This design comes from an exercise in tuning for small area on the open sky130 flow, not from production work. In this exercise RTL edits were held to simulation tests only and were not proved equivalent to the original.

== v23 ==
Design Lab1, start of the top module:
module Lab1(
	input CLOCK_50,
	input RST,
	input KEY0,
	input [17:0] SW,
	output [6:0] HEX0,
	output [6:0] HEX1,
	output [6:0] HEX2
);
For scale: about 1400 cells after synthesis, roughly 42 I/O pins, roughly 14000 sq um of cells after synthesis.
==> flow/config.mk <==
export PLATFORM = sky130hd
export DESIGN_NAME = Lab1
export DESIGN_NICKNAME = Lab1
export VERILOG_FILES = /design/flow/design.v
export SDC_FILE = /design/flow/constraint.sdc
export NUM_CORES = 4
export LEC_CHECK = 0
export CAP_MARGIN = 20
export CORE_MARGIN = 2
export CORE_UTILIZATION = 40
export SLEW_MARGIN = 20
export SYNTH_HIERARCHICAL = 1
export SYNTH_MINIMUM_KEEP_SIZE = 0
==> flow/constraint.sdc <==
create_clock -name core_clock -period 160.0 [get_ports {CLOCK_50}]
set_input_delay 32.0000 -clock core_clock [delete_from_list [all_inputs] [get_ports {CLOCK_50}]]
set_output_delay 32.0000 -clock core_clock [all_outputs]
set_load 0.01 [all_outputs]
standard.sh (not shown) runs the stock make flow with config.mk's settings and CLKGATE_MAP_FILE= SYNTH_SCRIPT=/design/flow/synth_recipe.tcl, a recipe that flattens the netlist after the stock synthesis.
==> flow/flow/run.sh <==
#!/bin/bash
# Standard layout with three changes:
# 1. after the standard synthesis (standard.sh, unchanged), the logic that does not feed the
#    HEX outputs (the generator's next-state logic), and the last few levels of logic before the
#    outputs (the seven-segment decoder), are remapped for area: yosys turns those cells back into
#    logic and maps it again with an area-oriented ABC script; every flip-flop, full adder, half
#    adder and tie cell, and the rest of the logic feeding the outputs (the divider), stay as
#    synthesized;
# 2. port buffers are buf_1 instead of the default buffer cell;
# 3. clock tree from clkbuf_4/clkbuf_8 buffers, without dummy loads.
set -euo pipefail
W=$PWD
R=$W/orfs/results/$FLOW_PLATFORM/Lab1/base
LIB=$FLOW_HOME/platforms/$FLOW_PLATFORM/lib/sky130_fd_sc_hd__tt_025C_1v80.lib
YOSYS=$FLOW_HOME/../tools/install/yosys/bin/yosys

bash standard.sh "$R/1_2_yosys.v" > $W/flow_synth.log 2>&1
cp "$R/1_2_yosys.v" $W/std_1_2_yosys.v

python3 $W/flow/comb_lib.py "$LIB" $W/comb.lib > $W/comb_lib.log 2>&1
cat > $W/remap.ys <<EOF
read_liberty -lib $LIB
read_verilog $W/std_1_2_yosys.v
hierarchy -check -top $FLOW_TOP
select -set outcone o:* %ci*:-sky130_fd_sc_hd__dfxtp_1[D,CLK]
select -set near o:* %ci20
select -set keep t:sky130_fd_sc_hd__dfxtp_1 t:sky130_fd_sc_hd__fa_1 t:sky130_fd_sc_hd__ha_1 t:sky130_fd_sc_hd__conb_1
select -set gen t:* @outcone %d @near %u @keep %d
submod -name genlogic @gen
read_liberty -overwrite $W/comb.lib
flatten genlogic
opt_clean -purge genlogic
abc -liberty $LIB -dont_use *lpflow* -dont_use *probe* -script $W/flow/remap.abc genlogic
opt_clean -purge genlogic
read_liberty -lib -overwrite $LIB
flatten
opt_clean -purge
write_verilog -noattr $W/remap_raw.v
EOF
$YOSYS -s $W/remap.ys > $W/flow_remap.log 2>&1
$YOSYS -p "read_liberty -lib $LIB; read_verilog $W/remap_raw.v; hierarchy -check -top $FLOW_TOP; \
hilomap -singleton -hicell sky130_fd_sc_hd__conb_1 HI -locell sky130_fd_sc_hd__conb_1 LO; \
insbuf -buf sky130_fd_sc_hd__buf_1 A X; splitnets; opt_clean -purge; check -assert; \
stat -liberty $LIB; write_verilog -noattr -noexpr -nohex -nodec $W/remap.v" > $W/flow_remap2.log 2>&1
cp $W/remap.v "$R/1_2_yosys.v"

bash standard.sh \
  "BUFFER_PORTS_ARGS=-buffer_cell sky130_fd_sc_hd__buf_1" \
  "CTS_ARGS=-sink_clustering_enable -repair_clock_nets -dont_use_dummy_load -buf_list {sky130_fd_sc_hd__clkbuf_4 sky130_fd_sc_hd__clkbuf_8}" \
  finish > $W/flow_layout.log 2>&1
cmp -s $W/remap.v "$R/1_2_yosys.v" || { echo "synthesis result was rebuilt" >&2; exit 1; }
==> flow/flow/comb_lib.py <==
# Writes the platform library's combinational cells (no flip-flops, latches, full or half
# adders, tie, tap, fill or low-power cells) to a liberty file, for remapping the glue logic.
import re, sys
src = open(sys.argv[1]).read()
m = re.search(r'\n\s*cell\s*\(', src)
header = src[:m.start()]
cell_re = re.compile(r'\n\s*cell\s*\(\s*"?(\w+)"?\s*\)\s*\{')
pos = m.start()
out = []
skip = ['__df', '__edf', '__sdf', '__dl', '__fa_', '__ha_', '__conb', '__tap', '__fill', '__decap',
        '__diode', '__probe', '__lpflow', '__macro', '__sdl', '__einv', '__ebuf']
while True:
    m = cell_re.search(src, pos)
    if not m:
        break
    depth = 0
    j = m.end() - 1
    while True:
        c = src[j]
        if c == '{':
            depth += 1
        elif c == '}':
            depth -= 1
            if depth == 0:
                break
        j += 1
    if not any(k in m.group(1) for k in skip):
        out.append(src[m.start():j + 1])
    pos = j + 1
open(sys.argv[2], 'w').write(header + ''.join(out) + '\n}\n')
==> flow/flow/remap.abc <==
strash
dch
map -a
topo
diff inputs: v23 => v44
--- a/flow/flow/run.sh
+++ b/flow/flow/run.sh
@@ -1,10 +1,11 @@
 #!/bin/bash
 # Standard layout with three changes:
-# 1. after the standard synthesis (standard.sh, unchanged), the logic that does not feed the
-#    HEX outputs (the generator's next-state logic), and the last few levels of logic before the
-#    outputs (the seven-segment decoder), are remapped for area: yosys turns those cells back into
-#    logic and maps it again with an area-oriented ABC script; every flip-flop, full adder, half
-#    adder and tie cell, and the rest of the logic feeding the outputs (the divider), stay as
-#    synthesized;
+# 1. after the standard synthesis (standard.sh, unchanged), three parts of the logic are
+#    remapped for area: the logic that does not feed the HEX outputs (the generator's next-state
+#    logic), the last few levels of logic before the outputs (the seven-segment decoder), and the
+#    restoring first stages of the divider (the logic feeding the first non-restoring stage).
+#    yosys turns those cells back into logic and maps it again with an area-oriented ABC script.
+#    Every flip-flop, the tie cells, the full adders outside the restoring stages, and the rest
+#    of the logic feeding the outputs (the non-restoring divider stages), stay as synthesized;
 # 2. port buffers are buf_1 instead of the default buffer cell;
 # 3. clock tree from clkbuf_4/clkbuf_8 buffers, without dummy loads.
@@ -24,7 +25,8 @@
 hierarchy -check -top $FLOW_TOP
 select -set outcone o:* %ci*:-sky130_fd_sc_hd__dfxtp_1[D,CLK]
-select -set near o:* %ci20
-select -set keep t:sky130_fd_sc_hd__dfxtp_1 t:sky130_fd_sc_hd__fa_1 t:sky130_fd_sc_hd__ha_1 t:sky130_fd_sc_hd__conb_1
-select -set gen t:* @outcone %d @near %u @keep %d
+select -set near o:* %ci14
+select -set rtop w:top0.rem0.ns[7].st.bit_*.u.a w:top0.rem0.q[7][6] %ci*:-sky130_fd_sc_hd__dfxtp_1[D,CLK]
+select -set keep t:sky130_fd_sc_hd__dfxtp_1 t:sky130_fd_sc_hd__fa_1 t:sky130_fd_sc_hd__conb_1
+select -set gen t:* @outcone %d @near %u @keep %d @rtop t:sky130_fd_sc_hd__dfxtp_1 %d %u
 submod -name genlogic @gen
 read_liberty -overwrite $W/comb.lib
--- a/flow/flow/comb_lib.py
+++ b/flow/flow/comb_lib.py
@@ -1,4 +1,4 @@
-# Writes the platform library's combinational cells (no flip-flops, latches, full or half
-# adders, tie, tap, fill or low-power cells) to a liberty file, for remapping the glue logic.
+# Writes the platform library's combinational cells (no flip-flops, latches, tie, tap, fill or
+# low-power cells) to a liberty file, for remapping logic.
 import re, sys
 src = open(sys.argv[1]).read()
@@ -8,5 +8,5 @@
 pos = m.start()
 out = []
-skip = ['__df', '__edf', '__sdf', '__dl', '__fa_', '__ha_', '__conb', '__tap', '__fill', '__decap',
+skip = ['__df', '__edf', '__sdf', '__dl', '__conb', '__tap', '__fill', '__decap',
         '__diode', '__probe', '__lpflow', '__macro', '__sdl', '__einv', '__ebuf']
 while True:
==> flow/flow/remap.abc <==
strash
&get -n
&st
&deepsyn -J 100 -T 600
&synch2
&nf -R 1000
&put
topo
## What came out
- The worst setup slack after layout number comes out lower for v23 vs v44.
- Routability congestion estimate for v44 is lower than for v23.
- v23 has higher first-pass GRT wire length than v44.
- [compare] base=v23 new=v44: number of well-tap cells placed dropped about 12%, total placed cells including tap cells dropped about 17%, share of the final layout cell area in sequential cells climbed 1.7 points.
- Count of buffering cells on the critical path with inverters included delta for v44 relative to v23: 3 lower
Modified inputs, v17 compared to v44
--- a/flow/flow/run.sh
+++ b/flow/flow/run.sh
@@ -1,11 +1,10 @@
 #!/bin/bash
 # Standard layout with three changes:
-# 1. after the standard synthesis (standard.sh, unchanged), three parts of the logic are
-#    remapped for area: the logic that does not feed the HEX outputs (the generator's next-state
-#    logic), the last few levels of logic before the outputs (the seven-segment decoder), and the
-#    restoring first stages of the divider (the logic feeding the first non-restoring stage).
-#    yosys turns those cells back into logic and maps it again with an area-oriented ABC script.
-#    Every flip-flop, the tie cells, the full adders outside the restoring stages, and the rest
-#    of the logic feeding the outputs (the non-restoring divider stages), stay as synthesized;
+# 1. after the standard synthesis (standard.sh, unchanged), the logic that does not feed the
+#    HEX outputs (the generator's next-state logic), and the last few levels of logic before the
+#    outputs (the seven-segment decoder), are remapped for area: yosys turns those cells back into
+#    logic and maps it again with an area-oriented ABC script; every flip-flop, full adder, half
+#    adder and tie cell, and the rest of the logic feeding the outputs (the divider), stay as
+#    synthesized;
 # 2. port buffers are buf_1 instead of the default buffer cell;
 # 3. clock tree from clkbuf_4/clkbuf_8 buffers, without dummy loads.
@@ -26,7 +25,6 @@
 select -set outcone o:* %ci*:-sky130_fd_sc_hd__dfxtp_1[D,CLK]
 select -set near o:* %ci14
-select -set rtop w:top0.rem0.ns[7].st.bit_*.u.a w:top0.rem0.q[7][6] %ci*:-sky130_fd_sc_hd__dfxtp_1[D,CLK]
-select -set keep t:sky130_fd_sc_hd__dfxtp_1 t:sky130_fd_sc_hd__fa_1 t:sky130_fd_sc_hd__conb_1
-select -set gen t:* @outcone %d @near %u @keep %d @rtop t:sky130_fd_sc_hd__dfxtp_1 %d %u
+select -set keep t:sky130_fd_sc_hd__dfxtp_1 t:sky130_fd_sc_hd__fa_1 t:sky130_fd_sc_hd__ha_1 t:sky130_fd_sc_hd__conb_1
+select -set gen t:* @outcone %d @near %u @keep %d
 submod -name genlogic @gen
 read_liberty -overwrite $W/comb.lib
--- a/flow/flow/comb_lib.py
+++ b/flow/flow/comb_lib.py
@@ -1,4 +1,4 @@
-# Writes the platform library's combinational cells (no flip-flops, latches, tie, tap, fill or
-# low-power cells) to a liberty file, for remapping logic.
+# Writes the platform library's combinational cells (no flip-flops, latches, full or half
+# adders, tie, tap, fill or low-power cells) to a liberty file, for remapping the glue logic.
 import re, sys
 src = open(sys.argv[1]).read()
@@ -8,5 +8,5 @@
 pos = m.start()
 out = []
-skip = ['__df', '__edf', '__sdf', '__dl', '__conb', '__tap', '__fill', '__decap',
+skip = ['__df', '__edf', '__sdf', '__dl', '__fa_', '__ha_', '__conb', '__tap', '__fill', '__decap',
         '__diode', '__probe', '__lpflow', '__macro', '__sdl', '__einv', '__ebuf']
 while True:
==> comparison <==
v17 completed end to end with timing, DRC and antenna clean.
For v17, the launch point of the critical path was SW[6], unlike v44, where it was SW[1].
Clock skew after layout essentially unchanged between v44 and v17.
Comparing delay of the slowest critical-path stage for v17 and v44, the smaller number came from v44.
Looking at mapped cell area, v17 sits 630 sq um higher than v44 does.
Higher total number of vias was reported by v17, not v44.
Against v44 as the reference, v17 delivers a higher wire length.
Going from v44 to v17, aggregate global-route resource usage shrinks by 0.34 points.
Setup slack for v17 is lower than for v44.
Compared with v44, v17 shows post-layout instance count excluding filler cells that has gone up by a few percent.

[re-timing with driven ports]
How much do the figures lean on ideal ports? The routed layouts below were timed once more, with nothing changed but the port constraints.
Step 1: set_driving_cell puts a clkbuf_16 on CLOCK_50 and a buf_2 on each other input, an assumption about the parent block.
Step 2 moves the port delays by t, midway between the first and last clock arrival at a register: inputs arrive t later, outputs are due t later. That takes back most of the time a late clock gives input paths.
a / b / c = ideal / step 1 / step 2; a / b = the first two.
| run | t, ns | setup WS [ns] | worst setup path at the end | cell pins on the clock port's net |
|---|---|---|---|---|
| v23 | 0.467 | 3.510 / 3.488 / 3.488 | input to output | 1 |
| v44 | 0.448 | 4.957 / 4.934 / 4.934 | input to output | 1 |
| v17 | 0.439 | 3.472 / 3.451 / 3.451 | input to output | 1 |
After both steps every run listed still meets setup and hold. The setup slack of v44, which loses most, moves by -0.023 ns with the drivers and by -0.023 ns with both steps.
